From an optimization exercise on the open Yosys and OpenROAD flow, aimed at small area; shortcuts taken in it are not production practice. The RTL was checked by simulation tests, not by an equivalence proof against the original design.

## flow/flow/run.sh

```bash
#!/bin/bash
# Standard layout, except that the port buffers use the smallest buffer cell.
set -euo pipefail
export BUFFER_PORTS_ARGS="-buffer_cell sky130_fd_sc_hd__buf_1"
bash standard.sh > standard_flow.log 2>&1
```

## flow/standard.sh

```bash
#!/bin/bash
# synth_recipe.tcl (not shown) runs the flow's synth.tcl, then flattens the netlist and writes it again
# the make line also repeats each setting of config.mk as NAME=value (left out here)
make -C /OpenROAD-flow-scripts/flow DESIGN_CONFIG=/design/flow/config.mk WORK_HOME=/design/flow/orfs CLKGATE_MAP_FILE= SYNTH_SCRIPT=/design/flow/synth_recipe.tcl "${@:-finish}"
```

## flow/config.mk

```make
export PLATFORM = sky130hd
export DESIGN_NAME = router_5p
export DESIGN_NICKNAME = router_5p
export VERILOG_FILES = /design/flow/design.v
export SDC_FILE = /design/flow/constraint.sdc
export NUM_CORES = 4
export LEC_CHECK = 0
export CAP_MARGIN = 20
export CORE_MARGIN = 2
export CORE_UTILIZATION = 65
export PLACE_DENSITY = 0.75
export SLEW_MARGIN = 20
```

## flow/constraint.sdc

```tcl
create_clock -name core_clock -period 5.0 [get_ports {clk}]
set_input_delay 1.0000 -clock core_clock [delete_from_list [all_inputs] [get_ports {clk}]]
set_output_delay 1.0000 -clock core_clock [all_outputs]
set_load 0.01 [all_outputs]
```

## flow/design.v

```verilog
module FIFO_Buffer
(input clk, rst,
 input [7:0] Data_in,
 input val, grant,
 output ret,
 output [7:0] head,    
 output v              
 );
reg [7:0] m0, m1, m2, m3;
reg [1:0] p_reg;       
reg       r_reg;       
reg [2:0] occ;
reg       v_reg;
wire       full   = occ[2];
wire       nempty = |occ;
wire [1:0] rd = p_reg + {1'b0, r_reg};
wire [1:0] wr = rd + occ[1:0];
wire write = val & ~full;
wire read  = nempty & grant;
always @(posedge clk)
	if (write)
		case (wr)
			2'd0: m0 <= Data_in;
			2'd1: m1 <= Data_in;
			2'd2: m2 <= Data_in;
			default: m3 <= Data_in;
		endcase
always @(posedge clk) begin
	p_reg <= rd;
	r_reg <= read;
end
always @(posedge clk, posedge rst)
	if (rst) begin
		occ <= 3'd0;
		v_reg <= 1'b0;
	end else begin
		v_reg <= nempty;
		if (write & ~read) occ <= occ + 1'b1;
		if (read & ~write) occ <= occ - 1'b1;
	end
assign head = (p_reg == 2'd0) ? m0 : (p_reg == 2'd1) ? m1 : (p_reg == 2'd2) ? m2 : m3;
assign v = v_reg;
assign ret = full;
endmodule
module block_input
(input [1:0] X_cur, Y_cur,
 input [3:0] addr,
 output [4:0] req
 );
wire [1:0] xd = addr[1:0];
wire [1:0] yd = addr[3:2];
wire xe = (xd == X_cur);
assign req[0] = xe & (yd == Y_cur);
assign req[1] = (xd > X_cur);
assign req[2] = (xd < X_cur);
assign req[3] = xe & (yd > Y_cur);
assign req[4] = xe & (yd < Y_cur);
endmodule
module switch
(input clk, rst,
 input [1:0] X_cur, Y_cur,
 input [7:0] In_L, In_N, In_E, In_S, In_W,
 input [4:0] v,                  
 input [4:0] full,               
 output [4:0] grant,
 output [7:0] Out_L, Out_N, Out_E, Out_S, Out_W
 );
reg [2:0] count;
reg [2:0] sel [0:4];             
reg [4:0] gnt;
function [4:0] dec;              
	input [2:0] c;
	dec = {c[2] & ~c[1], c[1] & ~c[0], ~c[2] & c[1], ~c[1] & c[0], ~c[2] & ~c[0]};
endfunction
wire [7:0] In [0:4];
assign In[0] = In_L; assign In[1] = In_N; assign In[2] = In_E; assign In[3] = In_S; assign In[4] = In_W;
wire [4:0] cp = dec(count);
wire [3:0] addr = ({4{cp[0]}} & In_L[3:0]) | ({4{cp[1]}} & In_N[3:0]) | ({4{cp[2]}} & In_E[3:0]) |
                  ({4{cp[3]}} & In_S[3:0]) | ({4{cp[4]}} & In_W[3:0]);
wire rv = |(cp & v);
wire [4:0] rq;                   
block_input RT(.X_cur(X_cur), .Y_cur(Y_cur), .addr(addr), .req(rq));
wire [4:0] hit = {5{rv}} & {rq[2], rq[4], rq[1], rq[3], rq[0]};
wire [4:0] ds [0:4];             
wire [4:0] dsT [0:4];            
genvar o, p;
generate
	for (o = 0; o < 5; o = o + 1) begin : g_dec
		assign ds[o] = dec(sel[o]);
		for (p = 0; p < 5; p = p + 1) begin : g_p
			assign dsT[p][o] = ds[o][p];
		end
	end
endgenerate
wire [4:0] keep = ~full & ~hit;
wire       hnew = |(hit & ~full);
wire [4:0] gnt_n;
generate
	for (p = 0; p < 5; p = p + 1) begin : g_gnt
		assign gnt_n[p] = rv & ((cp[p] & hnew) | (|(keep & dsT[p])));
	end
endgenerate
always @(posedge clk, posedge rst)
	if (rst)
		count <= 3'b000;
	else
		count <= {count[1:0], ~(count[2] | count[1])};
always @(posedge clk) begin
	gnt <= gnt_n;
	sel[0] <= hit[0] ? count : {3{~rv}} | sel[0];
	sel[1] <= hit[1] ? count : {3{~rv}} | sel[1];
	sel[2] <= hit[2] ? count : {3{~rv}} | sel[2];
	sel[3] <= hit[3] ? count : {3{~rv}} | sel[3];
	sel[4] <= hit[4] ? count : {3{~rv}} | sel[4];
end
assign grant = gnt;
wire [7:0] Out [0:4];
generate
	for (o = 0; o < 5; o = o + 1) begin : g_out
		wire [4:0] e = ds[o] & v;
		assign Out[o] = ({8{e[0]}} & In[0]) | ({8{e[1]}} & In[1]) | ({8{e[2]}} & In[2]) |
		                ({8{e[3]}} & In[3]) | ({8{e[4]}} & In[4]);
	end
endgenerate
assign Out_L = Out[0]; assign Out_N = Out[1]; assign Out_E = Out[2]; assign Out_S = Out[3]; assign Out_W = Out[4];
endmodule
module router_5p
(input clk,rst,
 input [1:0] X_address , Y_address,
 input [7:0]Data_in_L, Data_in_N, Data_in_S, Data_in_E, Data_in_W,
 output [7:0]Data_out_L, Data_out_N, Data_out_S, Data_out_E, Data_out_W,
 input val_in_L, val_in_N, val_in_S, val_in_E, val_in_W,
 output ret_in_L, ret_in_N, ret_in_S, ret_in_E, ret_in_W,
 input ret_out_L, ret_out_N, ret_out_S, ret_out_E, ret_out_W,
 output val_out_L, val_out_N, val_out_S, val_out_E, val_out_W
    );
wire [7:0] In_L, In_N, In_E, In_S, In_W;
wire [4:0] v, grant;    
FIFO_Buffer INPUT_L(.clk(clk), .rst(rst), .Data_in(Data_in_L), .val(val_in_L), .grant(grant[0]), .ret(ret_in_L), .head(In_L), .v(v[0]));
FIFO_Buffer INPUT_N(.clk(clk), .rst(rst), .Data_in(Data_in_N), .val(val_in_N), .grant(grant[1]), .ret(ret_in_N), .head(In_N), .v(v[1]));
FIFO_Buffer INPUT_E(.clk(clk), .rst(rst), .Data_in(Data_in_E), .val(val_in_E), .grant(grant[2]), .ret(ret_in_E), .head(In_E), .v(v[2]));
FIFO_Buffer INPUT_S(.clk(clk), .rst(rst), .Data_in(Data_in_S), .val(val_in_S), .grant(grant[3]), .ret(ret_in_S), .head(In_S), .v(v[3]));
FIFO_Buffer INPUT_W(.clk(clk), .rst(rst), .Data_in(Data_in_W), .val(val_in_W), .grant(grant[4]), .ret(ret_in_W), .head(In_W), .v(v[4]));
switch SW(.clk(clk), .rst(rst), .X_cur(X_address), .Y_cur(Y_address),
	.In_L(In_L), .In_N(In_N), .In_E(In_E), .In_S(In_S), .In_W(In_W),
	.v(v), .full({ret_out_W, ret_out_S, ret_out_E, ret_out_N, ret_out_L}), .grant(grant),
	.Out_L(Data_out_L), .Out_N(Data_out_N), .Out_E(Data_out_E), .Out_S(Data_out_S), .Out_W(Data_out_W));
assign val_out_L = ~ret_out_L & (|Data_out_L);
assign val_out_N = ~ret_out_N & (|Data_out_N);
assign val_out_E = ~ret_out_E & (|Data_out_E);
assign val_out_S = ~ret_out_S & (|Data_out_S);
assign val_out_W = ~ret_out_W & (|Data_out_W);
endmodule
```

==> flow_summary_export.csv, run 1 <==
group,metric,value,unit
status,status,"complete, no violations",
logic_synthesis,yosysSeqAreaShare,54.7,%
sta,hold_viol,0,
sta,setup_viol,0,
layout,final_nets,1100,
layout,nFillCells,1073,
routing,met1_length,13300,µm
logic_synthesis,ys_ff_latch,218,
critical_path,crit_type,"reg -> out",
logic_synthesis,synth_flop_cell,"edfxtp_1",
routing,wl_met3,5240,µm
sta,rsz0062_at_grt,"no",
routing,wl,37000,µm
layout,area_growth,11.4,%
sta,relSlewSlack,26.1,%
place,place_area,11700,µm²
routing,met2_length,16700,µm
logic_synthesis,syn-instance-count,928,
run,maxCapViolations,0,
global_routing,grt_max_degree,24,
logic_synthesis,async_flop_share,10.6,%
critical_path,required,4000,ps
routing,dr.pass1.iters,8,
die,die_y,135,µm
cts,cts_htree_levels,1,
min_path,hold_path_class,"reg -> reg",
critical_path,crit_family,"compound AO/OA/AOI/OAI gates",
sta,setup_slack,267,ps
logic_synthesis,synth_fa_ha_area_share,3.04,%
routing,ant_nets,0,
die,core,16600,µm²
critical_path,crit_slowest_cell,"dfxtp_1",
global_routing,grt_pass1_wl,55000,µm
cts,cts_max_path_buffers,3,
layout,final_core_utilization,74.4,%
cts,postCtsResizedCells,0,
global_routing,grt_use_total,40.5,%
sta,worstMarginPinSlew,1110,ps
layout,drive_above_1_share,6.47,%
sta,setup_tns,0,ps
logic_synthesis,synth_xor_xnor_area_share,2.76,%
logic_synthesis,netlist_area,11100,µm²
critical_path,crit_fanout,16,
place,dp_cells,1217,
cts,cts_tree,"yes",
routing,via_count,9329,
critical_path,endpoint_kind,"output port",
critical_path,crit_buf_inv,1,
logic_synthesis,avgSynthCellArea,12.0,µm²
place,hpwl,26700,µm
logic_synthesis,ys.warnings.count,3,
critical_path,worstSetupStartpointType,"flip-flop",
critical_path,cp_slowest_stage_delay,940,ps
global_routing,overflow,0,
layout,regMostFlops,"SW.sel",
layout,layout_common_cells,"edfxtp_1, buf_1, mux2i_1",
cts,clockRootBuffer,"clkbuf_16",
sta,post-route-period-util,94.7,%
logic_synthesis,synthSimpleGateAreaFrac,12.6,%
logic_synthesis,synthDistinctLibCells,62,
layout,antenna_cells,0,
sta,drv_slew,0,
place,portBuffers,105,
die,io-pin-count,106,
cts,clock_sinks,218,
die,dieArea,18200,µm²
logic_synthesis,synth_compound_area_share,13.7,%
logic_synthesis,synth_top_family_by_area,"compound AO/OA/AOI/OAI gates",
place,pre_cts_slack,820,ps
routing,via_per_inst,7.43,
die,rows,47,
layout,final_common_cell,"edfxtp_1",
cts,ctsHoldBuffers,0,
routing,drtIter0Drc,1844,
layout,fin_area,12400,µm²
sta,max_freq,211,MHz
logic_synthesis,synth_edf_count,160,
layout,final_cells,1255,
global_routing,antenna_found_initial,0,
cts,clk_pin_slew,70,ps
cts,clk_latency,510,ps
sta,finClkSkew,13.2,ps
die,die_x,135,µm
sta,holdWs,492,ps
place,gp_congestion,1.02,
logic_synthesis,synth_nets,1008,
routing,top_layer,"met4",
cts,cts-buffers-inserted,21,
die,start_util,66.8,%
critical_path,path_cells,"mux2i_1, o32ai_1, a211oi_1, nand2_1, or4_1, o41a_1, buf_1",
layout,largest_reg_flops,15,
routing,route.detailed.drc,0,
logic_synthesis,synth.area.mux_share,10.2,%
sta,min_period,4730,ps
critical_path,cp.arrival,3730,ps
routing,route.detailed.wl_per_inst,29.5,µm
cts,cts_setup_buffers,0,
global_routing,grt_pass1_vias,8955,
-- layout make-up --
type,count,area (µm²),area share (%)
repair buffers,120,507,4.09
inverters,27,101,0.819
flip-flops and latches,218,6080,49.1
clock inverters,11,114,0.920
clock buffers,27,558,4.51
multi-input cells,632,4740,38.3
well taps,220,275,2.22
-- cells by family after synthesis --
family | after synthesis
adder cells (fa/ha/maj) | 24
buffers and inverters | 78
XOR/XNOR | 35
multiplexers | 103
AND/OR/NAND/NOR | 251
flip-flops | 218
AO/OA/AOI/OAI | 219
-- cell usage after synthesis (all sizes together) (12+ instances only) --
cell / number / share of area (%)
edfxtp: 160 / 43
mux2i: 96 / 8.7
o22ai: 87 / 4.9
nand2: 66 / 2.2
nor2: 40 / 1.4
dfxtp: 35 / 6.3
clkbuf: 32 / 1.1
a22oi: 28 / 1.9
a211oi: 27 / 1.8
inv: 26 / 0.88
dfrtp: 23 / 5.2
xor2: 20 / 1.6
buf: 19 / 0.93
ha: 19 / 2.1
nand3: 18 / 0.81
nor3: 17 / 0.77
a21oi: 15 / 0.68
nand4b: 15 / 1.2
xnor2: 15 / 1.2
and2: 14 / 0.79
nand3b: 13 / 0.88
nand4bb: 13 / 1.3
nor4: 13 / 0.73
nand2b: 12 / 0.68
-- worst reg2reg max path, stage by stage (launching register included) --
cell	delay (ps)
dfxtp_1	800
buf_4	280
mux2i_1	500
mux2i_1	230
a22oi_1	230
o22ai_1	110
a21oi_1	230
ha_1	170
nand2_1	150
nor3_1	730
a21oi_1	290
a221oi_1	370
a41oi_1	150
-- worst paths after layout --
path / from / end / slack [ps] / depth (start not counted)
hold reg to reg: SW.gnt[1]$_DFF_P_ / INPUT_N.r_reg$_DFF_P_ / 490 / 1
setup reg to reg: INPUT_N.p_reg[0]$_DFF_P_ / SW.gnt[3]$_DFF_P_ / 620 / 12
hold / removal: SW.gnt[1]$_DFF_P_ / INPUT_N.r_reg$_DFF_P_ / 490 / 1
setup / recovery: INPUT_W.p_reg[0]$_DFF_P_ / val_out_L / 270 / 7
min in group asynchronous: rst / SW.count[2]$_DFF_PP0_ / 540 / 3
max in group asynchronous: rst / INPUT_N.occ[2]$_DFFE_PP0P_ / 4140 / 3
-- metal layers --
layer / vias to the layer above / global-route usage (%)
li1: 3837 / -
met1: 4415 / 54.3
met2: 898 / 63.8
met3: 179 / 11.6
met4: 0 / 14.4
met5: - / 0
==> run 2, diff against run 1 <==
==> flow/flow/run.sh (replaced) <==
#!/bin/bash
# Standard layout (standard.sh) with two changes:
#  - ABC maps the logic for area: flow/abc_map.script replaces ORFS's abc_speed.script
#    in a copy of ORFS's scripts folder; the rest of the synthesis is unchanged.
#  - the port buffers use the smallest buffer cell.
set -euo pipefail
rm -rf myscripts
cp -r "$FLOW_HOME/scripts" myscripts
cp flow/abc_map.script myscripts/abc_speed.script
export SCRIPTS_DIR="$PWD/myscripts"
export BUFFER_PORTS_ARGS="-buffer_cell sky130_fd_sc_hd__buf_1"
bash standard.sh > standard_flow.log 2>&1
==> flow/flow/abc_map.script (new file) <==
strash
dch
map -a
topo
stime -c
--- a/flow/config.mk
+++ b/flow/config.mk
@@ -7,6 +7,8 @@
 export LEC_CHECK = 0
 export CAP_MARGIN = 20
 export CORE_MARGIN = 2
-export CORE_UTILIZATION = 65
-export PLACE_DENSITY = 0.75
+export CORE_UTILIZATION = 40
+export CTS_CLUSTER_DIAMETER = 100
+export CTS_CLUSTER_SIZE = 25
+export PLACE_DENSITY = 0.6
 export SLEW_MARGIN = 20
==> flow_summary_export.csv, run 2 <==
group,metric,value,unit
routing,drtIter0Drc,958,
cts,clk_pin_slew,100,ps
sta,max_freq,209,MHz
layout,drive_above_1_share,5.81,%
routing,route.detailed.drc,0,
cts,clockRootBuffer,"clkbuf_16",
place,place_area,11100,µm²
critical_path,crit_fanout,7,
layout,regMostFlops,"SW.sel",
sta,holdWs,497,ps
logic_synthesis,ys_ff_latch,218,
sta,hold_viol,0,
critical_path,cp_slowest_stage_delay,600,ps
logic_synthesis,synth_edf_count,160,
die,die_x,162,µm
cts,clk_latency,480,ps
status,status,"complete, no violations",
layout,final_cells,1425,
place,dp_cells,1405,
die,rows,57,
logic_synthesis,netlist_area,10000,µm²
sta,drv_slew,0,
routing,route.detailed.wl_per_inst,20.3,µm
layout,final_common_cell,"edfxtp_1",
logic_synthesis,async_flop_share,10.6,%
global_routing,grt_max_degree,27,
place,portBuffers,105,
logic_synthesis,syn-instance-count,945,
routing,ant_nets,0,
layout,layout_common_cells,"edfxtp_1, clkinv_1, buf_1",
critical_path,crit_type,"reg -> out",
sta,worstMarginPinSlew,1090,ps
layout,largest_reg_flops,15,
cts,cts_htree_levels,1,
logic_synthesis,synthTopCellsByArea,"edfxtp_1, dfxtp_1, dfrtp_1",
place,hpwl,22300,µm
logic_synthesis,synth_nets,1025,
die,start_util,41.0,%
routing,wl,29000,µm
critical_path,required,4000,ps
routing,via_count,8163,
sta,rsz0062_at_grt,"no",
critical_path,cp.arrival,3790,ps
layout,final_nets,1175,
place,gp_congestion,1.00,
routing,via_per_inst,5.73,
die,dieArea,26400,µm²
cts,cts_tree,"yes",
sta,post-route-period-util,95.9,%
sta,setup_viol,0,
critical_path,crit_slowest_cell,"a21oi_1",
layout,fin_area,11500,µm²
logic_synthesis,yosysSeqAreaShare,60.6,%
logic_synthesis,synth_common_cells,"edfxtp_1, clkinv_1, nand2_1",
cts,cts_max_path_buffers,3,
logic_synthesis,avgSynthCellArea,10.6,µm²
critical_path,worstSetupStartpointType,"flip-flop",
global_routing,grt_pass1_vias,7782,
global_routing,grt_use_total,21.7,%
logic_synthesis,synthDistinctLibCells,31,
layout,area_growth,14.3,%
logic_synthesis,yosysMostFrequentCell,"edfxtp_1",
critical_path,path_cells,"clkinv_1, nor2_1, clkinv_1, o221ai_1, nor2_1, a21oi_1, o211ai_1, nor4_1, a21oi_1, buf_1",
global_routing,antenna_found_initial,1,
die,die_y,162,µm
run,maxCapViolations,0,
cts,cts-buffers-inserted,12,
logic_synthesis,synth.largest_area_cell,"edfxtp_1",
logic_synthesis,synth_top_area_share,47.9,%
cts,cts_setup_buffers,0,
logic_synthesis,synth_flop_cell,"edfxtp_1",
logic_synthesis,ys.warnings.count,3,
cts,clock_sinks,218,
critical_path,endpoint_kind,"output port",
global_routing,grt_pass1_wl,44100,µm
sta,finClkSkew,9.23,ps
die,io-pin-count,106,
cts,ctsHoldBuffers,0,
sta,setup_tns,0,ps
min_path,hold_path_class,"reg -> reg",
routing,dr.pass1.iters,5,
global_routing,overflow,0,
die,core,24500,µm²
sta,relSlewSlack,26.8,%
layout,antenna_cells,0,
sta,min_period,4790,ps
-- run 2: cell count changes after synthesis, moves of 15 or more --
cell      change
inv_1        -25
mux2i_1      -93
nor2_1       +55
a21oi_1      +44
o21ai_0      +61
a211oi_1     -25
clkbuf_1     -32
clkinv_1    +120
nor3_1       +42
nand2_1      +36
o221ai_1     +21
nand4b_1     -15
o22ai_1      -69
-- run 2: logic make-up (layout without fill, tap and decap cells) --
logic type | Yosys count | count (layout) | share of synthesized area [%]
AO/OA/AOI/OAI | 264 | 264 | 16.9
XOR/XNOR | 25 | 25 | 2.18
adder cells (fa/ha/maj) | 24 | 24 | 3.37
buffers and inverters | 121 | 277 | 4.52
flip-flops | 218 | 218 | 60.6
AND/OR/NAND/NOR | 293 | 293 | 12.4
-- run 2: timing repair --
item                                   CTS  global route
gates resized for setup                  0             8
endpoints found under the hold margin    0             0
setup endpoints to repair                0             5
-- run 2: routing by layer --
layer / up-vias / track usage, % / part of all wire, %
met5: - / 0 / 0
met4: 0 / 9.01 / 4.3
met3: 83 / 3.74 / 8.1
met2: 374 / 33.7 / 45
met1: 3885 / 30.2 / 43
li1: 3821 / - / -
-- run 2: final timing paths --
| check | startpoint | end | slack, ps | cells after the start |
|---|---|---|---|---|
| worst max-delay path | INPUT_L.p_reg[1]$_DFF_P_ | val_out_N | 210 | 10 |
| worst min-delay path | INPUT_N.occ[0]$_DFFE_PP0P_ | INPUT_N.occ[0]$_DFFE_PP0P_ | 500 | 1 |
| worst max register to register | INPUT_N.p_reg[1]$_DFF_P_ | SW.gnt[1]$_DFF_P_ | 1070 | 17 |
| worst min register to register | INPUT_N.occ[0]$_DFFE_PP0P_ | INPUT_N.occ[0]$_DFFE_PP0P_ | 500 | 1 |
| max in group asynchronous | rst | INPUT_S.occ[2]$_DFFE_PP0P_ | 4130 | 3 |
| min in group asynchronous | rst | INPUT_W.occ[2]$_DFFE_PP0P_ | 560 | 3 |
-- run 2: layout make-up --
class,count,area [µm²]
Clock buffer,19,348
Timing Repair Buffer,136,627
Fill cell,2315,13000
Tap cell,324,405
Inverter,121,454
Multi-Input combinational cell,606,3550
Sequential cell,218,6080
Clock inverter,1,8.76
-- run 2: critical path: cells and delay by family (launching register included) --
kind	cells	cell delay, ps
AO/OA/AOI/OAI	4	1300
AND/OR/NAND/NOR	3	950
buffers and inverters	3	590
flip-flops	1	470
-- run 2: through the flow --
step	util [%]	setup WS, ps
2_1_floorplan	-	1460
3_3_place_gp	45.3	655
3_5_place_dp	45.3	669
4_1_cts	46.8	124
5_1_grt	46.9	14.1
6_report	46.9	206
==> run 3, diff against run 2 <==
==> flow/flow/abc_map.script (replaced) <==
strash
&get -n
&st
&synch2
&dch -f
&put
amap
topo
--- a/flow/config.mk
+++ b/flow/config.mk
@@ -10,5 +10,6 @@
 export CORE_UTILIZATION = 40
 export CTS_CLUSTER_DIAMETER = 100
 export CTS_CLUSTER_SIZE = 25
+export GPL_TIMING_DRIVEN = 0
 export PLACE_DENSITY = 0.6
 export SLEW_MARGIN = 20
==> flow_summary_export.csv, run 3 <==
group,metric,value,unit
cts,clockRootBuffer,"clkbuf_16",
layout,area_growth,12.1,%
routing,drtIter0Drc,833,
sta,holdWs,476,ps
routing,route.detailed.drc,0,
cts,cts_max_path_buffers,3,
sta,relSlewSlack,40.9,%
logic_synthesis,yosysSeqAreaShare,61.6,%
sta,setup_slack,439,ps
place,portBuffers,105,
place,pre_cts_slack,142,ps
logic_synthesis,synthTopCellsByArea,"edfxtp_1, dfxtp_1, nor2_1",
critical_path,worstSetupStartpointType,"flip-flop",
logic_synthesis,ys_ff_latch,218,
critical_path,required,4000,ps
cts,clk_latency,480,ps
layout,final_nets,1069,
layout,nFillCells,2326,
sta,max_freq,219,MHz
layout,drive_above_1_share,2.71,%
global_routing,grt_pass1_vias,7539,
critical_path,cp.arrival,3560,ps
sta,setup_tns,0,ps
die,rows,57,
layout,layout_common_cells,"nor2_1, edfxtp_1, buf_1",
sta,worstMarginPinSlew,883,ps
place,dp_cells,1299,
die,io-pin-count,106,
cts,cts-buffers-inserted,12,
global_routing,antenna_found_initial,0,
global_routing,grt_max_degree,27,
run,maxCapViolations,0,
logic_synthesis,netlist_area,9870,µm²
routing,dr.pass1.iters,5,
layout,final_cells,1319,
sta,rsz0062_at_grt,"no",
place,gp_congestion,0.957,
logic_synthesis,async_flop_share,10.6,%
layout,regMostFlops,"SW.sel",
global_routing,overflow,0,
logic_synthesis,synth_flop_cell,"edfxtp_1",
logic_synthesis,synth_edf_count,160,
logic_synthesis,synth_top_area_share,48.7,%
status,status,"complete, no violations",
sta,min_period,4560,ps
critical_path,endpoint_kind,"output port",
sta,drv_slew,0,
min_path,hold_path_class,"reg -> reg",
critical_path,crit_fanout,18,
logic_synthesis,avgSynthCellArea,11.4,µm²
layout,antenna_cells,0,
sta,post-route-period-util,91.2,%
cts,cts_tree,"yes",
cts,cts_htree_levels,1,
logic_synthesis,synth_common_cells,"nor2_1, edfxtp_1, o22ai_1",
die,die_x,161,µm
routing,via_count,7863,
critical_path,crit_type,"reg -> out",
routing,via_per_inst,5.96,
layout,final_common_cell,"nor2_1",
logic_synthesis,synth.largest_area_cell,"edfxtp_1",
die,start_util,40.7,%
routing,route.detailed.wl_per_inst,21.1,µm
routing,ant_nets,0,
logic_synthesis,ys.warnings.count,3,
logic_synthesis,synthDistinctLibCells,30,
cts,ctsHoldBuffers,0,
logic_synthesis,yosysMostFrequentCell,"nor2_1",
die,die_y,161,µm
cts,clock_sinks,218,
sta,hold_viol,0,
cts,clk_pin_slew,100,ps
logic_synthesis,synth_nets,949,
layout,largest_reg_flops,15,
sta,finClkSkew,20.5,ps
die,core,24200,µm²
place,hpwl,20100,µm
sta,setup_viol,0,
global_routing,grt_pass1_wl,42300,µm
die,dieArea,25900,µm²
global_routing,grt_use_total,21.0,%
routing,wl,27800,µm
logic_synthesis,syn-instance-count,869,
## run 3: routing by layer
layer	global-route usage (%)	vias up	part of all wire, %
li1	-	3651	-
met1	28.9	3792	43
met2	33.6	355	46
met3	3.26	65	7.3
met4	8.12	0	3.7
met5	0	-	0
## run 3: worst paths after layout
kind / startpoint / end / slack [ps] / depth (start not counted)
max: INPUT_L.p_reg[0]$_DFF_P_ / val_out_E / 440 / 10
min: SW.gnt[3]$_DFF_P_ / INPUT_S.r_reg$_DFF_P_ / 480 / 1
max reg2reg: INPUT_L.p_reg[0]$_DFF_P_ / SW.gnt[3]$_DFF_P_ / 530 / 15
min reg2reg: SW.gnt[3]$_DFF_P_ / INPUT_S.r_reg$_DFF_P_ / 480 / 1
max in group asynchronous: rst / INPUT_L.occ[0]$_DFFE_PP0P_ / 4120 / 2
min in group asynchronous: rst / INPUT_W.occ[2]$_DFFE_PP0P_ / 520 / 2
## run 3: area by class of cell
type                       instances  area (µm²)  share of cell area, %
inverter                          74         298                   2.69
sequential                       218        6090                   55.0
tap                              324         405                   3.66
timing repair buffer             106         402                   3.63
clock inverter                     1        8.76                 0.0792
clock buffer                      19         348                   3.14
multi-input combinational        577        3520                   31.8
## run 3: logic make-up (layout without fill, tap and decap cells)
family,count (synthesis),in the layout,share of synthesized area [%]
AOI/OAI and AO/OA,281,281,20.0
and+or+nand+nor,272,272,12.1
DFF,218,218,61.6
buffers and inverters,74,200,2.81
adders and majority gates,24,24,3.42
## run 3: per-stage QoR
step,util (%),instance area (µm²)
finish,45.6,11100
CTS,45.5,11000
floorplan,-,9870
detailed placement,44.1,10700
global route,45.6,11100
global placement,44.0,10700
## run 3: critical path: stages (launching register included)
cell and delay [ps]:
dfxtp_2 580, clkinvlp_4 410, a22oi_1 300, o22a_1 410, nor2_1 100, nor3_1 210
o221ai_1 170, or4_1 550, nor2_1 120, nor2_1 70, buf_1 170
## run 3: timing repair
item | 4_1_cts | 5_1_grt
hold endpoints to repair | 0 | 0
setup endpoints to repair | 0 | 10
setup buffers | 0 | 0
resized for setup | 0 | 10
==> run 4, diff against run 3 <==
--- a/flow/design.v
+++ b/flow/design.v
@@ -67,7 +67,6 @@
  );
 reg [2:0] count;
 reg [2:0] sel [0:4];             
-reg [4:0] gnt;
 function [4:0] dec;              
 	input [2:0] c;
 	dec = {c[2] & ~c[1], c[1] & ~c[0], ~c[2] & c[1], ~c[1] & c[0], ~c[2] & ~c[0]};
@@ -92,12 +91,11 @@
 		end
 	end
 endgenerate
-wire [4:0] keep = ~full & ~hit;
-wire       hnew = |(hit & ~full);
-wire [4:0] gnt_n;
+reg [4:0] rf;
+wire [4:0] gnt_c;
 generate
 	for (p = 0; p < 5; p = p + 1) begin : g_gnt
-		assign gnt_n[p] = rv & ((cp[p] & hnew) | (|(keep & dsT[p])));
+		assign gnt_c[p] = |(rf & dsT[p]);
 	end
 endgenerate
 always @(posedge clk, posedge rst)
@@ -105,15 +103,16 @@
 		count <= 3'b000;
 	else
 		count <= {count[1:0], ~(count[2] | count[1])};
+wire [2:0] sel_d = count | {3{~rv}};
 always @(posedge clk) begin
-	gnt <= gnt_n;
-	sel[0] <= hit[0] ? count : {3{~rv}} | sel[0];
-	sel[1] <= hit[1] ? count : {3{~rv}} | sel[1];
-	sel[2] <= hit[2] ? count : {3{~rv}} | sel[2];
-	sel[3] <= hit[3] ? count : {3{~rv}} | sel[3];
-	sel[4] <= hit[4] ? count : {3{~rv}} | sel[4];
+	rf <= ~full;
+	if (hit[0] | ~rv) sel[0] <= sel_d;
+	if (hit[1] | ~rv) sel[1] <= sel_d;
+	if (hit[2] | ~rv) sel[2] <= sel_d;
+	if (hit[3] | ~rv) sel[3] <= sel_d;
+	if (hit[4] | ~rv) sel[4] <= sel_d;
 end
-assign grant = gnt;
+assign grant = gnt_c;
 wire [7:0] Out [0:4];
 generate
 	for (o = 0; o < 5; o = o + 1) begin : g_out
--- a/flow/config.mk
+++ b/flow/config.mk
@@ -8,8 +8,8 @@
 export CAP_MARGIN = 20
 export CORE_MARGIN = 2
 export CORE_UTILIZATION = 40
-export CTS_CLUSTER_DIAMETER = 100
-export CTS_CLUSTER_SIZE = 25
+export CTS_CLUSTER_DIAMETER = 120
+export CTS_CLUSTER_SIZE = 30
 export GPL_TIMING_DRIVEN = 0
 export PLACE_DENSITY = 0.6
 export SLEW_MARGIN = 20
==> flow_summary_export.csv, run 4 <==
group,metric,value,unit
sta,max_freq,208,MHz
sta,worstMarginPinSlew,832,ps
logic_synthesis,ys.warnings.count,3,
routing,route.detailed.drc,0,
cts,clk_pin_slew,110,ps
routing,dr.pass1.iters,5,
layout,drive_above_1_share,2.24,%
sta,finClkSkew,27.3,ps
sta,post-route-period-util,96.0,%
die,io-pin-count,106,
logic_synthesis,async_flop_share,10.6,%
layout,final_common_cell,"edfxtp_1",
logic_synthesis,synth_edf_count,175,
die,dieArea,25600,µm²
global_routing,grt_max_degree,32,
routing,via_per_inst,5.82,
min_path,hold_path_class,"reg -> reg",
global_routing,overflow,0,
sta,setup_viol,0,
global_routing,grt_pass1_wl,39800,µm
cts,clockRootBuffer,"clkbuf_16",
cts,cts_tree,"yes",
layout,antenna_cells,0,
sta,drv_slew,0,
sta,setup_tns,0,ps
die,rows,57,
logic_synthesis,synth_nets,897,
layout,area_growth,11.8,%
die,die_y,160,µm
critical_path,cp.arrival,3800,ps
cts,clock_sinks,218,
run,maxCapViolations,0,
place,portBuffers,105,
routing,route.detailed.wl_per_inst,20.7,µm
logic_synthesis,synth_top_area_share,53.9,%
critical_path,endpoint_kind,"output port",
logic_synthesis,synth_common_cells,"edfxtp_1, nor2_1, o22ai_1",
logic_synthesis,synth_compound_area_share,19.5,%
routing,via_count,7349,
critical_path,crit_fanout,19,
layout,final_nets,1015,
cts,cts_max_path_buffers,3,
die,start_util,40.4,%
cts,cts_htree_levels,1,
layout,largest_reg_flops,15,
die,core,24100,µm²
critical_path,required,4000,ps
logic_synthesis,synth.area.mux_share,0,%
critical_path,worstSetupStartpointType,"flip-flop",
logic_synthesis,ys_ff_latch,218,
logic_synthesis,synth_fa_ha_area_share,3.47,%
layout,layout_common_cells,"edfxtp_1, nor2_1, buf_1",
global_routing,grt_pass1_vias,7047,
logic_synthesis,netlist_area,9750,µm²
logic_synthesis,avgSynthCellArea,11.9,µm²
die,die_x,160,µm
critical_path,crit_type,"reg -> out",
sta,rsz0062_at_grt,"no",
sta,relSlewSlack,44.3,%
logic_synthesis,synthTopCellsByArea,"edfxtp_1, dfrtp_1, nor2_1",
cts,ctsHoldBuffers,0,
sta,min_period,4800,ps
logic_synthesis,synth_xor_xnor_area_share,0,%
routing,wl,26100,µm
sta,hold_viol,0,
status,status,"complete, no violations",
logic_synthesis,syn-instance-count,817,
global_routing,grt_use_total,20.0,%
logic_synthesis,synth_top_family_by_area,"compound AO/OA/AOI/OAI gates",
logic_synthesis,synthDistinctLibCells,24,
layout,regMostFlops,"SW.sel",
routing,ant_nets,0,
logic_synthesis,yosysMostFrequentCell,"edfxtp_1",
place,hpwl,19400,µm
layout,nFillCells,2256,
cts,clk_latency,480,ps
logic_synthesis,synthSimpleGateAreaFrac,10.2,%
cts,cts-buffers-inserted,11,
place,gp_congestion,0.920,
routing,drtIter0Drc,707,
logic_synthesis,synth.largest_area_cell,"edfxtp_1",
global_routing,antenna_found_initial,0,
logic_synthesis,synth_flop_cell,"edfxtp_1",
logic_synthesis,yosysSeqAreaShare,63.9,%
run 4: changes by cell type in the layout (fill, tap and decap cells not counted), sizes merged, moves of 12 or more:
cell / before / now
edfxtp: 160 / 175
nor2: 161 / 141
dfxtp: 35 / 20
o21ai: 21 / 9
nor3: 34 / 22
run 4: what timing repair did:
| item | in CTS | in global routing |
|---|---|---|
| endpoints found under the hold margin | 0 | 0 |
| endpoints found under the setup margin | 0 | 3 |
| gates resized for setup | 0 | 8 |
| setup buffers | 0 | 0 |
run 4: worst paths after layout:
check | startpoint | end | slack [ps] | cells after the start
worst max-delay path | INPUT_E.p_reg[1]$_DFF_P_ | val_out_W | 200 | 7
worst min-delay path | SW.count[0]$_DFF_PP0_ | SW.count[1]$_DFF_PP0_ | 440 | 0
worst max register to register | INPUT_W.p_reg[0]$_DFF_P_ | SW.sel[2][0]$_DFFE_PP_ | 1160 | 10
worst min register to register | SW.count[0]$_DFF_PP0_ | SW.count[1]$_DFF_PP0_ | 440 | 0
max in group asynchronous | rst | INPUT_N.occ[2]$_DFFE_PP0P_ | 4010 | 2
min in group asynchronous | rst | INPUT_L.occ[2]$_DFFE_PP0P_ | 550 | 2
run 4: final cells by class:
type | count | area (µm²) | area share (%)
sequential | 218 | 6230 | 57.2
tap | 324 | 405 | 3.72
clock buffer | 16 | 294 | 2.70
clock inverter | 1 | 30.0 | 0.276
timing repair buffer | 105 | 394 | 3.62
inverter | 76 | 304 | 2.79
multi-input combinational | 523 | 3230 | 29.7
run 4: logic make-up (layout without fill, tap and decap cells):
| kind of cell | count (synthesis) | count (layout) |
|---|---|---|
| AOI/OAI and AO/OA | 266 | 266 |
| and+or+nand+nor | 233 | 233 |
| DFF | 218 | 218 |
| buffers and inverters | 76 | 198 |
| adders and majority gates | 24 | 24 |
run 4: routing by layer:
layer / share of wire (%) / vias up / global-route usage (%) / routed length (µm)
met1: 43 / 3571 / 25.9 / 11100
met3: 6.6 / 46 / 3.66 / 1720
met2: 48 / 261 / 33.8 / 12500
met4: 2.8 / 0 / 6.96 / 722
met5: 0 / - / 0 / 0
li1: - / 3471 / - / -
run 4: stage by stage:
step	std cells	util [%]	cell area, µm²	setup WS (ps)	hold slack [ps]
2_1_floorplan	817	-	9750	1700	402
3_3_place_gp	1246	43.8	10500	579	417
3_5_place_dp	1246	43.8	10500	609	415
4_1_cts	1263	45.1	10900	75.9	441
5_1_grt	1263	45.2	10900	65.7	460
6_report	1263	45.2	10900	198	442
run 4: worst max-delay path: stages, from the launching register on:
cell and delay [ps]:
dfxtp_1 840, clkinvlp_4 530, a22oi_1 290, o22a_1 400, o221ai_1 270, nor4_1 680
a21oi_1 150, buf_1 150
==> run 5, diff against run 4 <==
--- a/flow/config.mk
+++ b/flow/config.mk
@@ -8,8 +8,8 @@
 export CAP_MARGIN = 20
 export CORE_MARGIN = 2
 export CORE_UTILIZATION = 40
-export CTS_CLUSTER_DIAMETER = 120
-export CTS_CLUSTER_SIZE = 30
+export CTS_CLUSTER_DIAMETER = 100
+export CTS_CLUSTER_SIZE = 25
 export GPL_TIMING_DRIVEN = 0
 export PLACE_DENSITY = 0.6
 export SLEW_MARGIN = 20
==> flow_summary_export.csv, run 5 <==
group,metric,value,unit
status,status,"complete, no violations",
logic_synthesis,synth_nets,897,
sta,setup_tns,0,ps
place,portBuffers,105,
critical_path,crit_type,"reg -> out",
cts,ctsHoldBuffers,0,
min_path,hold_path_class,"reg -> reg",
layout,regMostFlops,"SW.sel",
cts,clock_sinks,218,
logic_synthesis,netlist_area,9750,µm²
sta,worstMarginPinSlew,838,ps
logic_synthesis,synthTopCellsByArea,"edfxtp_1, dfrtp_1, nor2_1",
critical_path,crit_slowest_cell,"dfxtp_1",
die,die_y,160,µm
routing,via_count,7335,
routing,route.detailed.wl_per_inst,20.7,µm
cts,clk_latency,480,ps
logic_synthesis,synth.largest_area_cell,"edfxtp_1",
cts,cts_htree_levels,1,
die,die_x,160,µm
place,hpwl,19400,µm
global_routing,grt_pass1_vias,7110,
layout,area_growth,12.1,%
global_routing,grt_use_total,20.1,%
sta,relSlewSlack,43.9,%
sta,min_period,4810,ps
logic_synthesis,yosysSeqAreaShare,63.9,%
place,gp_congestion,0.920,
routing,wl_met3,1590,µm
min_path,hold_start,"SW.count[0]$_DFF_PP0_",
layout,fin_area,10900,µm²
die,core,24100,µm²
min_path,holdPathStages,0,
sta,post-route-period-util,96.3,%
cts,clockRootBuffer,"clkbuf_16",
layout,largest_reg_flops,15,
routing,drtIter0Drc,722,
logic_synthesis,synth_edf_count,175,
cts,cts_max_path_buffers,3,
critical_path,cp.arrival,3810,ps
cts,clk_pin_slew,90,ps
min_path,min_to,"SW.count[1]$_DFF_PP0_",
routing,route.detailed.drc,0,
die,io-pin-count,106,
sta,setup_viol,0,
place,place_area,10500,µm²
critical_path,endpoint_kind,"output port",
routing,via_per_inst,5.79,
layout,nFillCells,2252,
layout,final_nets,1016,
global_routing,grt_pass1_wl,40000,µm
critical_path,r2r_end,"SW.sel[2][0]$_DFFE_PP_",
critical_path,worstSetupStartpointType,"flip-flop",
critical_path,crit_fanout,19,
global_routing,antenna_found_initial,0,
logic_synthesis,synth_common_cells,"edfxtp_1, nor2_1, o22ai_1",
sta,max_freq,208,MHz
critical_path,cp_slowest_stage_delay,830,ps
routing,met2_length,12400,µm
logic_synthesis,synth_top_area_share,53.9,%
die,dieArea,25600,µm²
cts,cts-buffers-inserted,12,
layout,layout_common_cells,"edfxtp_1, nor2_1, buf_1",
cts,cts_setup_buffers,0,
routing,top_layer,"met4",
global_routing,overflow,0,
sta,finClkSkew,17.0,ps
run,maxCapViolations,0,
global_routing,grt_max_degree,27,
logic_synthesis,syn-instance-count,817,
critical_path,rrSetupSlack,1170,ps
layout,drive_above_1_share,2.44,%
critical_path,path_cells,"clkinvlp_4, o22ai_1, o22a_1, o221ai_1, nor4_1, a21oi_1, buf_1",
critical_path,required,4000,ps
routing,dr.pass1.iters,5,
die,start_util,40.4,%
logic_synthesis,ys_ff_latch,218,
logic_synthesis,synth_flop_cell,"edfxtp_1",
logic_synthesis,avgSynthCellArea,11.9,µm²
routing,ant_nets,0,
logic_synthesis,ys.warnings.count,3,
sta,hold_viol,0,
routing,wl,26200,µm
critical_path,r2r_start,"INPUT_W.p_reg[0]$_DFF_P_",
sta,drv_slew,0,
critical_path,reg2reg_depth,10,
cts,postCtsResizedCells,0,
sta,rsz0062_at_grt,"no",
logic_synthesis,async_flop_share,10.6,%
routing,met1_length,11200,µm
layout,final_common_cell,"edfxtp_1",
logic_synthesis,synthDistinctLibCells,24,
logic_synthesis,yosysMostFrequentCell,"edfxtp_1",
die,rows,57,
layout,antenna_cells,0,
cts,cts_tree,"yes",
[run 5: final cells by class]
class	count	area, µm²	area share (%)
Multi-Input combinational cell	523	3230	29.6
Sequential cell	218	6230	57.1
Clock buffer	19	348	3.18
Timing Repair Buffer	105	394	3.61
Inverter	76	304	2.78
Clock inverter	1	8.76	0.0801
Tap cell	324	405	3.71
[run 5: per-stage QoR]
stage | std cells | setup WS (ps) | hold WS (ps) | utilization (%)
finish | 1266 | 186 | 434 | 45.3
global route | 1266 | 65.5 | 458 | 45.3
CTS | 1266 | 70.0 | 438 | 45.2
detailed placement | 1246 | 609 | 415 | 43.8
global placement | 1246 | 579 | 417 | 43.8
floorplan | 817 | 1700 | 402 | -
[run 5: logic make-up (layout without fill, tap and decap cells)]
logic type | count (synthesis) | count (layout) | share of synthesized area, %
compound gates | 266 | 266 | 19.5
simple gates | 233 | 233 | 10.2
flops | 218 | 218 | 63.9
buf+inv | 76 | 201 | 2.93
fa+ha+maj | 24 | 24 | 3.47
[run 5: per-layer routing]
layer / up-vias / track usage (%)
met2: 269 / 33.6
met5: - / 0
li1: 3476 / -
met1: 3522 / 26.2
met3: 68 / 3.35
met4: 0 / 8.27
[run 5: worst max-delay path: cells and delay by family, from the launching register on]
family | cells | cell delay [ps]
buffers and inverters | 2 | 690
DFF | 1 | 830
AOI/OAI and AO/OA | 4 | 1090
and+or+nand+nor | 1 | 710
[run 5: worst max-delay path by stage]
| stage | slack [ps] | startpoint | to |
|---|---|---|---|
| after floorplan | 1700 | INPUT_E.p_reg[1]$_DFF_P_ | val_out_E |
| after global placement | 580 | INPUT_N.p_reg[0]$_DFF_P_ | val_out_W |
| after detailed placement | 610 | INPUT_L.p_reg[0]$_DFF_P_ | val_out_W |
| after CTS | 70 | INPUT_L.p_reg[0]$_DFF_P_ | val_out_W |
| after global routing | 70 | INPUT_E.p_reg[1]$_DFF_P_ | val_out_W |
| final | 190 | INPUT_E.p_reg[1]$_DFF_P_ | val_out_W |
==> run 6, diff against run 5 <==
==> flow/flow/run.sh (replaced) <==
#!/bin/bash
# Standard layout (standard.sh) with two changes:
#  - ABC maps the logic for area: flow/abc_map.script replaces ORFS's abc_speed.script
#    in a copy of ORFS's scripts folder; the rest of the synthesis is unchanged.
#  - the port buffers use the smallest buffer cell.
#  - adders are left to ABC (no ADDER_MAP_FILE), as the rest of the logic.
set -euo pipefail
rm -rf myscripts
cp -r "$FLOW_HOME/scripts" myscripts
cp flow/abc_map.script myscripts/abc_speed.script
export SCRIPTS_DIR="$PWD/myscripts"
export BUFFER_PORTS_ARGS="-buffer_cell sky130_fd_sc_hd__buf_1"
export ADDER_MAP_FILE=""
bash standard.sh > standard_flow.log 2>&1
--- a/flow/config.mk
+++ b/flow/config.mk
@@ -8,8 +8,8 @@
 export CAP_MARGIN = 20
 export CORE_MARGIN = 2
 export CORE_UTILIZATION = 40
-export CTS_CLUSTER_DIAMETER = 100
-export CTS_CLUSTER_SIZE = 25
+export CTS_CLUSTER_DIAMETER = 120
+export CTS_CLUSTER_SIZE = 30
 export GPL_TIMING_DRIVEN = 0
 export PLACE_DENSITY = 0.6
 export SLEW_MARGIN = 20
==> flow_summary_export.csv, run 6 <==
group,metric,value,unit
status,status,"complete, no violations",
critical_path,crit_type,"reg -> out",
critical_path,cp_slowest_stage_delay,820,ps
logic_synthesis,synthDistinctLibCells,25,
layout,fin_area,10800,µm²
critical_path,reg2reg_depth,9,
die,die_y,159,µm
sta,relSlewSlack,38.6,%
logic_synthesis,avgSynthCellArea,11.8,µm²
cts,cts_max_path_buffers,3,
routing,dr.pass1.iters,6,
logic_synthesis,yosysMostFrequentCell,"edfxtp_1",
critical_path,worstSetupStartpointType,"flip-flop",
layout,final_cells,1258,
layout,regMostFlops,"SW.sel",
sta,finClkSkew,29.4,ps
run,maxCapViolations,0,
cts,cts_htree_levels,1,
layout,nFillCells,2224,
sta,drv_slew,0,
routing,route.detailed.drc,0,
global_routing,grt_pass1_wl,40400,µm
place,portBuffers,105,
routing,via_per_inst,5.95,
sta,min_period,4720,ps
cts,clock_sinks,218,
place,hpwl,19400,µm
routing,wl,26500,µm
logic_synthesis,synthTopCellsByArea,"edfxtp_1, dfrtp_1, nor2_1",
layout,final_nets,991,
logic_synthesis,ys_ff_latch,218,
layout,layout_common_cells,"edfxtp_1, nor2_1, buf_1",
layout,antenna_cells,0,
die,start_util,40.9,%
cts,clockRootBuffer,"clkbuf_16",
die,rows,56,
sta,setup_viol,0,
critical_path,path_cells,"clkinv_2, a22oi_1, o22a_1, o22ai_1, nor2_1, o221ai_1, nor4_1, a21oi_1, buf_1",
critical_path,rrSetupSlack,1100,ps
min_path,hold_start,"INPUT_S.occ[1]$_DFFE_PP0P_",
logic_synthesis,netlist_area,9630,µm²
critical_path,r2r_end,"SW.sel[0][2]$_DFFE_PP_",
routing,ant_nets,0,
sta,max_freq,212,MHz
min_path,min_to,"INPUT_S.occ[1]$_DFFE_PP0P_",
logic_synthesis,synth_edf_count,175,
layout,drive_above_1_share,2.45,%
routing,via_count,7485,
cts,cts_tree,"yes",
layout,final_common_cell,"edfxtp_1",
die,die_x,159,µm
logic_synthesis,synth_nets,873,
critical_path,crit_slowest_cell,"dfxtp_1",
sta,hold_viol,0,
critical_path,required,4000,ps
sta,worstMarginPinSlew,909,ps
logic_synthesis,synth.largest_area_cell,"edfxtp_1",
sta,post-route-period-util,94.3,%
critical_path,cp.arrival,3720,ps
cts,cts_setup_buffers,0,
layout,largest_reg_flops,15,
global_routing,grt_use_total,20.2,%
routing,drtIter0Drc,669,
place,dp_cells,1241,
place,place_area,10400,µm²
global_routing,grt_pass1_vias,7046,
logic_synthesis,synth_common_cells,"edfxtp_1, nor2_1, o22ai_1",
min_path,hold_path_class,"reg -> reg",
sta,setup_tns,0,ps
cts,clk_pin_slew,100,ps
critical_path,crit_fanout,19,
logic_synthesis,yosysSeqAreaShare,64.7,%
die,core,23500,µm²
place,gp_congestion,0.915,
die,io-pin-count,106,
critical_path,endpoint_kind,"output port",
logic_synthesis,syn-instance-count,817,
logic_synthesis,synth_flop_cell,"edfxtp_1",
global_routing,antenna_found_initial,0,
critical_path,r2r_start,"INPUT_E.p_reg[0]$_DFF_P_",
routing,route.detailed.wl_per_inst,21.0,µm
min_path,holdPathStages,1,
cts,clk_latency,470,ps
logic_synthesis,async_flop_share,10.6,%
global_routing,overflow,0,
logic_synthesis,ys.warnings.count,3,
sta,rsz0062_at_grt,"no",
cts,cts-buffers-inserted,11,
layout,area_growth,12.0,%
global_routing,grt_max_degree,32,
logic_synthesis,synth_top_area_share,54.6,%
die,dieArea,25300,µm²
run 6: cell count changes after synthesis, moves of 7 or more:
cell	before	now
o21a_1	0	8
a31oi_1	11	0
o21ai_0	9	25
clkinv_1	76	67
nand2_1	13	28
o221a_1	0	11
a21oi_1	31	12
ha_1	19	0
nand3_1	37	30
or3_1	0	9
or2_0	7	0
run 6: metrics by stage:
| stage | hold slack [ps] | utilization, % | setup slack (ps) |
|---|---|---|---|
| floorplan | 458 | - | 1700 |
| global placement | 487 | 44.3 | 484 |
| detailed placement | 499 | 44.3 | 407 |
| CTS | 513 | 45.7 | 63.5 |
| global route | 542 | 45.8 | 16.5 |
| finish | 515 | 45.8 | 284 |
run 6: how the worst max path moves through the flow:
stage          depth (start not counted)        end                      from  slack (ps)
2_1_floorplan                          8  val_out_E  INPUT_L.p_reg[1]$_DFF_P_        1700
3_3_place_gp                           9  val_out_E  INPUT_L.p_reg[1]$_DFF_P_         480
3_5_place_dp                           9  val_out_E  INPUT_N.p_reg[0]$_DFF_P_         410
4_1_cts                                7  val_out_E  INPUT_W.p_reg[0]$_DFF_P_          60
5_1_grt                                9  val_out_E  INPUT_L.p_reg[1]$_DFF_P_          20
6_report                               9  val_out_E  INPUT_N.p_reg[0]$_DFF_P_         280
run 6: worst max-delay path: cells and delay by family (launching register included):
family          cells  cell delay, ps
flops               1             820
buf+inv             2             580
compound gates      5            1070
simple gates        2             770
run 6: per-layer routing:
metal	GRT usage (%)	up-vias	wire (µm)
met3	2.60	47	1590
met2	32.7	289	12400
met1	28.6	3641	11800
met4	5.74	0	639
met5	0	-	0
li1	-	3508	-
run 6: cell families (layout without fill, tap and decap cells):
family | count (synthesis) | count (layout) | synth area share (%)
DFF | 218 | 218 | 64.7
AOI/OAI and AO/OA | 282 | 282 | 21.6
and+or+nand+nor | 250 | 250 | 11.1
buffers and inverters | 67 | 189 | 2.61
run 6: timing repair:
item,4_1_cts,5_1_grt
endpoints found under the setup margin,1,4
hold buffers,0,0
gates resized for setup,3,3
run 6: final cells by class:
| class | instances | area (µm²) | share of cell area, % |
|---|---|---|---|
| multi-input cells | 532 | 3180 | 29.5 |
| flip-flops and latches | 218 | 6230 | 57.8 |
| clock inverters | 1 | 30.0 | 0.278 |
| repair buffers | 105 | 394 | 3.65 |
| clock buffers | 16 | 294 | 2.72 |
| well taps | 319 | 399 | 3.70 |
| inverters | 67 | 263 | 2.43 |
==> run 7, diff against run 6 <==
--- a/flow/flow/run.sh
+++ b/flow/flow/run.sh
@@ -11,4 +11,5 @@
 export SCRIPTS_DIR="$PWD/myscripts"
 export BUFFER_PORTS_ARGS="-buffer_cell sky130_fd_sc_hd__buf_1"
 export ADDER_MAP_FILE=""
+export CTS_ARGS="-sink_clustering_enable -repair_clock_nets -sink_clustering_size 30 -sink_clustering_max_diameter 120 -dont_use_dummy_load"
 bash standard.sh > standard_flow.log 2>&1
==> flow_summary_export.csv, run 7 <==
group,metric,value,unit
status,status,"complete, no violations",
die,die_x,159,µm
sta,holdWs,508,ps
logic_synthesis,yosysMostFrequentCell,"edfxtp_1",
cts,clk_latency,470,ps
critical_path,crit_type,"reg -> out",
sta,max_freq,212,MHz
place,place_area,10400,µm²
logic_synthesis,synth_top_area_share,54.6,%
layout,final_nets,991,
place,hpwl,19400,µm
cts,clockRootBuffer,"clkbuf_16",
routing,via_count,7434,
routing,dr.pass1.iters,6,
run,maxCapViolations,0,
layout,largest_reg_flops,15,
sta,relSlewSlack,38.3,%
global_routing,grt_use_total,20.2,%
critical_path,rrSetupSlack,1110,ps
sta,hold_viol,0,
critical_path,required,4000,ps
layout,antenna_cells,0,
global_routing,grt_pass1_vias,7017,
routing,route.detailed.wl_per_inst,21.1,µm
logic_synthesis,synth_flop_cell,"edfxtp_1",
critical_path,crit_fanout,19,
sta,worstMarginPinSlew,914,ps
sta,setup_viol,0,
routing,drtIter0Drc,722,
logic_synthesis,avgSynthCellArea,11.8,µm²
logic_synthesis,ys.warnings.count,3,
logic_synthesis,yosysSeqAreaShare,64.7,%
routing,route.detailed.drc,0,
critical_path,cp.arrival,3710,ps
place,portBuffers,105,
routing,ant_nets,0,
logic_synthesis,synthTopCellsByArea,"edfxtp_1, dfrtp_1, nor2_1",
logic_synthesis,synth_common_cells,"edfxtp_1, nor2_1, o22ai_1",
min_path,holdPathStages,1,
layout,regMostFlops,"SW.sel",
sta,setup_tns,0,ps
global_routing,antenna_found_initial,0,
global_routing,grt_pass1_wl,40400,µm
die,dieArea,25300,µm²
die,io-pin-count,106,
logic_synthesis,synth_nets,873,
logic_synthesis,syn-instance-count,817,
die,rows,56,
cts,cts-buffers-inserted,11,
critical_path,reg2reg_depth,9,
cts,cts_tree,"yes",
cts,cts_max_path_buffers,3,
routing,wl,26400,µm
cts,clock_sinks,218,
logic_synthesis,synth.largest_area_cell,"edfxtp_1",
logic_synthesis,async_flop_share,10.6,%
sta,drv_slew,0,
place,gp_congestion,0.915,
sta,post-route-period-util,94.2,%
layout,fin_area,10700,µm²
logic_synthesis,netlist_area,9630,µm²
sta,finClkSkew,56.0,ps
die,die_y,159,µm
critical_path,r2r_start,"INPUT_E.p_reg[0]$_DFF_P_",
min_path,hold_start,"INPUT_S.occ[1]$_DFFE_PP0P_",
die,start_util,40.9,%
critical_path,worstSetupStartpointType,"flip-flop",
min_path,min_to,"INPUT_S.occ[1]$_DFFE_PP0P_",
critical_path,endpoint_kind,"output port",
min_path,hold_path_class,"reg -> reg",
cts,clk_pin_slew,100,ps
logic_synthesis,synthDistinctLibCells,25,
die,core,23500,µm²
global_routing,grt_max_degree,31,
global_routing,overflow,0,
critical_path,r2r_end,"SW.sel[0][2]$_DFFE_PP_",
cts,cts_htree_levels,1,
sta,rsz0062_at_grt,"no",
layout,layout_common_cells,"edfxtp_1, nor2_1, buf_1",
logic_synthesis,synth_edf_count,175,
layout,drive_above_1_share,2.36,%
layout,area_growth,11.5,%
logic_synthesis,ys_ff_latch,218,
routing,via_per_inst,5.94,
layout,final_common_cell,"edfxtp_1",
sta,min_period,4710,ps
==> run 7: worst max-delay path: stages (launching register included) <==
cell      delay (ps)
dfxtp_1          810
clkinv_2         430
a22oi_1          270
o22a_1           330
o22ai_1          130
nor2_1           110
o221ai_1         220
nor4_1           640
a21oi_1          150
buf_1            150
==> run 7: cell type report <==
cell class / instances / area, µm²
timing repair buffer: 105 / 394
fill: 2221 / 12800
sequential: 218 / 6230
clock buffer: 11 / 275
inverter: 67 / 263
tap: 319 / 399
multi-input combinational: 532 / 3180
==> run 7: worst max-delay path by stage <==
stage	startpoint	endpoint	slack [ps]	cells after the start
after global routing	INPUT_L.p_reg[1]$_DFF_P_	val_out_E	20	9
after detailed placement	INPUT_N.p_reg[0]$_DFF_P_	val_out_E	410	9
after global placement	INPUT_L.p_reg[1]$_DFF_P_	val_out_E	480	9
final	INPUT_N.p_reg[0]$_DFF_P_	val_out_E	290	9
after floorplan	INPUT_L.p_reg[1]$_DFF_P_	val_out_E	1700	8
after CTS	INPUT_W.p_reg[0]$_DFF_P_	val_out_E	70	7
==> run 7: per-layer routing <==
layer  global-route usage (%)  up-vias  share of wire [%]  wire, µm
met1                     28.4     3602                 44     11600
met3                     2.79       47                6.4      1690
met5                        0        -                  0         0
met4                     6.16        0                2.6       697
li1                         -     3501                  -         -
met2                     32.6      284                 47     12400
==> run 7: through the flow <==
stage	std cells	setup WS, ps	util (%)
5_1_grt	1252	20.5	45.6
3_5_place_dp	1241	407	44.3
6_report	1252	289	45.6
4_1_cts	1252	65.6	45.5
2_1_floorplan	817	1700	-
3_3_place_gp	1241	484	44.3
==> run 7: kinds of logic (layout without fill, tap and decap cells) <==
| kind of cell | count (synthesis) | count (layout) | share of synthesized area [%] |
|---|---|---|---|
| DFF | 218 | 218 | 64.7 |
| AOI/OAI and AO/OA | 282 | 282 | 21.6 |
| and+or+nand+nor | 250 | 250 | 11.1 |
| buffers and inverters | 67 | 183 | 2.61 |
==> run 7: timing repair <==
action / in CTS / in global routing
pin swaps: 0 / 0
hold buffers: 0 / 0
gates cloned: 0 / 0
setup buffers: 0 / 0
gates resized for setup: 3 / 3
endpoints found under the setup margin: 1 / 4
==> run 8, diff against run 7 <==
--- a/flow/flow/run.sh
+++ b/flow/flow/run.sh
@@ -11,5 +11,5 @@
 export SCRIPTS_DIR="$PWD/myscripts"
 export BUFFER_PORTS_ARGS="-buffer_cell sky130_fd_sc_hd__buf_1"
 export ADDER_MAP_FILE=""
-export CTS_ARGS="-sink_clustering_enable -repair_clock_nets -sink_clustering_size 30 -sink_clustering_max_diameter 120 -dont_use_dummy_load"
+export CTS_ARGS="-sink_clustering_enable -repair_clock_nets -sink_clustering_size 30 -sink_clustering_max_diameter 120 -dont_use_dummy_load -root_buf sky130_fd_sc_hd__clkbuf_4"
 bash standard.sh > standard_flow.log 2>&1
==> flow_summary_export.csv, run 8 <==
group,metric,value,unit
place,gp_congestion,0.915,
routing,drtIter0Drc,700,
logic_synthesis,synth_common_cells,"edfxtp_1, nor2_1, o22ai_1",
logic_synthesis,synth.largest_area_cell,"edfxtp_1",
sta,holdWs,417,ps
logic_synthesis,yosysSeqAreaShare,64.7,%
critical_path,worstSetupStartpointType,"flip-flop",
cts,ctsHoldBuffers,0,
die,die_y,159,µm
layout,multi_input_area,3190,µm²
global_routing,grt_use_total,20.2,%
global_routing,overflow,0,
sta,relSlewSlack,37.7,%
sta,drv_slew,0,
routing,route.detailed.wl_per_inst,21.2,µm
min_path,hold_path_class,"in -> async",
status,status,"complete, no violations",
critical_path,path_cells,"clkinv_2, a22oi_1, o22a_1, o22ai_1, nor2_1, o221ai_1, nor4_1, a21oi_1, buf_1",
critical_path,crit_fanout,19,
place,place_area,10400,µm²
cts,clk_pin_slew,110,ps
logic_synthesis,ys_ff_latch,218,
layout,final_common_cell,"edfxtp_1",
die,dieArea,25300,µm²
global_routing,grt_max_degree,31,
layout,drive_above_1_share,2.36,%
logic_synthesis,yosysMostFrequentCell,"edfxtp_1",
cts,clock_sinks,218,
critical_path,crit_buf_inv,2,
sta,rsz0062_at_grt,"no",
routing,ant_nets,0,
sta,max_freq,210,MHz
logic_synthesis,ys.warnings.count,3,
routing,route.detailed.drc,0,
logic_synthesis,avgSynthCellArea,11.8,µm²
place,hpwl,19400,µm
layout,layout_common_cells,"edfxtp_1, nor2_1, buf_1",
logic_synthesis,synthDistinctLibCells,25,
global_routing,grt_pass1_vias,7022,
sta,post-route-period-util,95.1,%
global_routing,grt_pass1_wl,40400,µm
routing,via_count,7478,
layout,final_nets,991,
critical_path,rrSetupSlack,1230,ps
layout,area_growth,11.0,%
critical_path,endpoint_kind,"output port",
sta,worstMarginPinSlew,922,ps
layout,final_cells,1253,
critical_path,cp_slowest_stage_delay,810,ps
critical_path,required,4000,ps
logic_synthesis,synth_flop_cell,"edfxtp_1",
routing,wl,26500,µm
critical_path,cp.arrival,3760,ps
layout,regMostFlops,"SW.sel",
sta,setup_viol,0,
logic_synthesis,netlist_area,9630,µm²
place,dp_cells,1241,
global_routing,antenna_found_initial,1,
critical_path,crit_family,"compound AO/OA/AOI/OAI gates",
die,start_util,40.9,%
cts,clk_latency,600,ps
cts,cts_tree,"yes",
logic_synthesis,synth_edf_count,175,
[run 8: cell count changes in the layout (fill, tap and decap cells not counted)]
cell	before	now
nor4_2	0	1
diode_2	0	1
clkinv_2	3	5
nor4_1	10	9
clkinvlp_4	2	0
dfxtp_1	19	20
dfxtp_2	1	0
clkbuf_4	0	3
clkbuf_16	11	8
[run 8: cell type report]
class / instances / area share (%)
antenna: 1 / 0.0234
clock buffer: 11 / 2.08
inverter: 67 / 2.41
multi-input combinational: 532 / 29.8
sequential: 218 / 58.3
tap: 319 / 3.73
timing repair buffer: 105 / 3.69
[run 8: timing repair]
action | 4_1_cts | 5_1_grt
hold endpoints to repair | 0 | 0
resized for setup | 5 | 1
endpoints found under the setup margin | 3 | 1
[run 8: final timing paths]
check                                            from                    endpoint  cells past startpoint
setup / recovery             INPUT_N.p_reg[0]$_DFF_P_                   val_out_S                      9
hold / removal                                    rst     INPUT_W.v_reg$_DFF_PP0_                      2
setup reg to reg             INPUT_E.p_reg[0]$_DFF_P_      SW.sel[3][2]$_DFFE_PP_                      9
hold reg to reg            INPUT_S.occ[1]$_DFFE_PP0P_  INPUT_S.occ[1]$_DFFE_PP0P_                      1
max in group asynchronous                         rst  INPUT_S.occ[1]$_DFFE_PP0P_                      2
min in group core_clock    INPUT_S.occ[1]$_DFFE_PP0P_  INPUT_S.occ[1]$_DFFE_PP0P_                      1
[run 8: metal layers]
metal | global-route usage (%) | share of wire, %
met1 | 28.4 | 45
met2 | 32.8 | 47
met3 | 2.68 | 5.7
met4 | 5.91 | 2.0
met5 | 0 | 0
[run 8: cell families after synthesis]
logic type,after synthesis,synth area share [%]
AOI/OAI and AO/OA,282,21.6
and+or+nand+nor,250,11.1
DFF,218,64.7
buffers and inverters,67,2.61
[run 8: worst reg2reg max path: stages (launching register included)]
cell	delay (ps)
dfxtp_1	800
clkinv_2	430
o22ai_1	290
o22a_1	360
o22a_1	190
nor2_1	40
nor3_1	470
o221a_1	320
o21ai_0	110
o21ai_0	420

[afterwards: timing with drivers on the ports]
No port has a modelled driver above. Below, the same layouts with a new extraction and two added sets of constraints.
Step 1 sets driving cells, clkbuf_16 on the clock port and buf_2 on the other inputs (assumed; they add their load-dependent delay and slew).
Step 2 times the ports against the registers' clock, not the clock port: input delays grow and output delays shrink by t, the midpoint of the rising clock arrivals with the driver on.
Slacks: ideal ports / drivers / drivers and shift; pairs: ideal ports / drivers.
| run | t, ns | setup WS [ns] | clock arrival spread, ns | worst data-port slew with drivers (ns) | cell pins on the clock port's net |
|---|---|---|---|---|---|
| run 1 | 0.550 | 0.267 / 0.223 / 0.619 | 0.013 / 0.014 | 0.05 | 1 |
| run 2 | 0.520 | 0.206 / 0.160 / 0.680 | 0.011 / 0.010 | 0.05 | 1 |
| run 3 | 0.524 | 0.439 / 0.390 / 0.531 | 0.026 / 0.025 | 0.05 | 1 |
| run 4 | 0.516 | 0.198 / 0.148 / 0.664 | 0.033 / 0.032 | 0.06 | 1 |
| run 5 | 0.524 | 0.186 / 0.134 / 0.659 | 0.020 / 0.019 | 0.06 | 1 |
| run 6 | 0.506 | 0.284 / 0.237 / 0.743 | 0.036 / 0.037 | 0.06 | 1 |
| run 7 | 0.489 | 0.289 / 0.243 / 0.732 | 0.058 / 0.058 | 0.06 | 1 |
| run 8 | 0.611 | 0.243 / 0.205 / 0.816 | 0.071 / 0.071 | 0.06 | 1 |
After both steps every run listed still meets setup and hold.
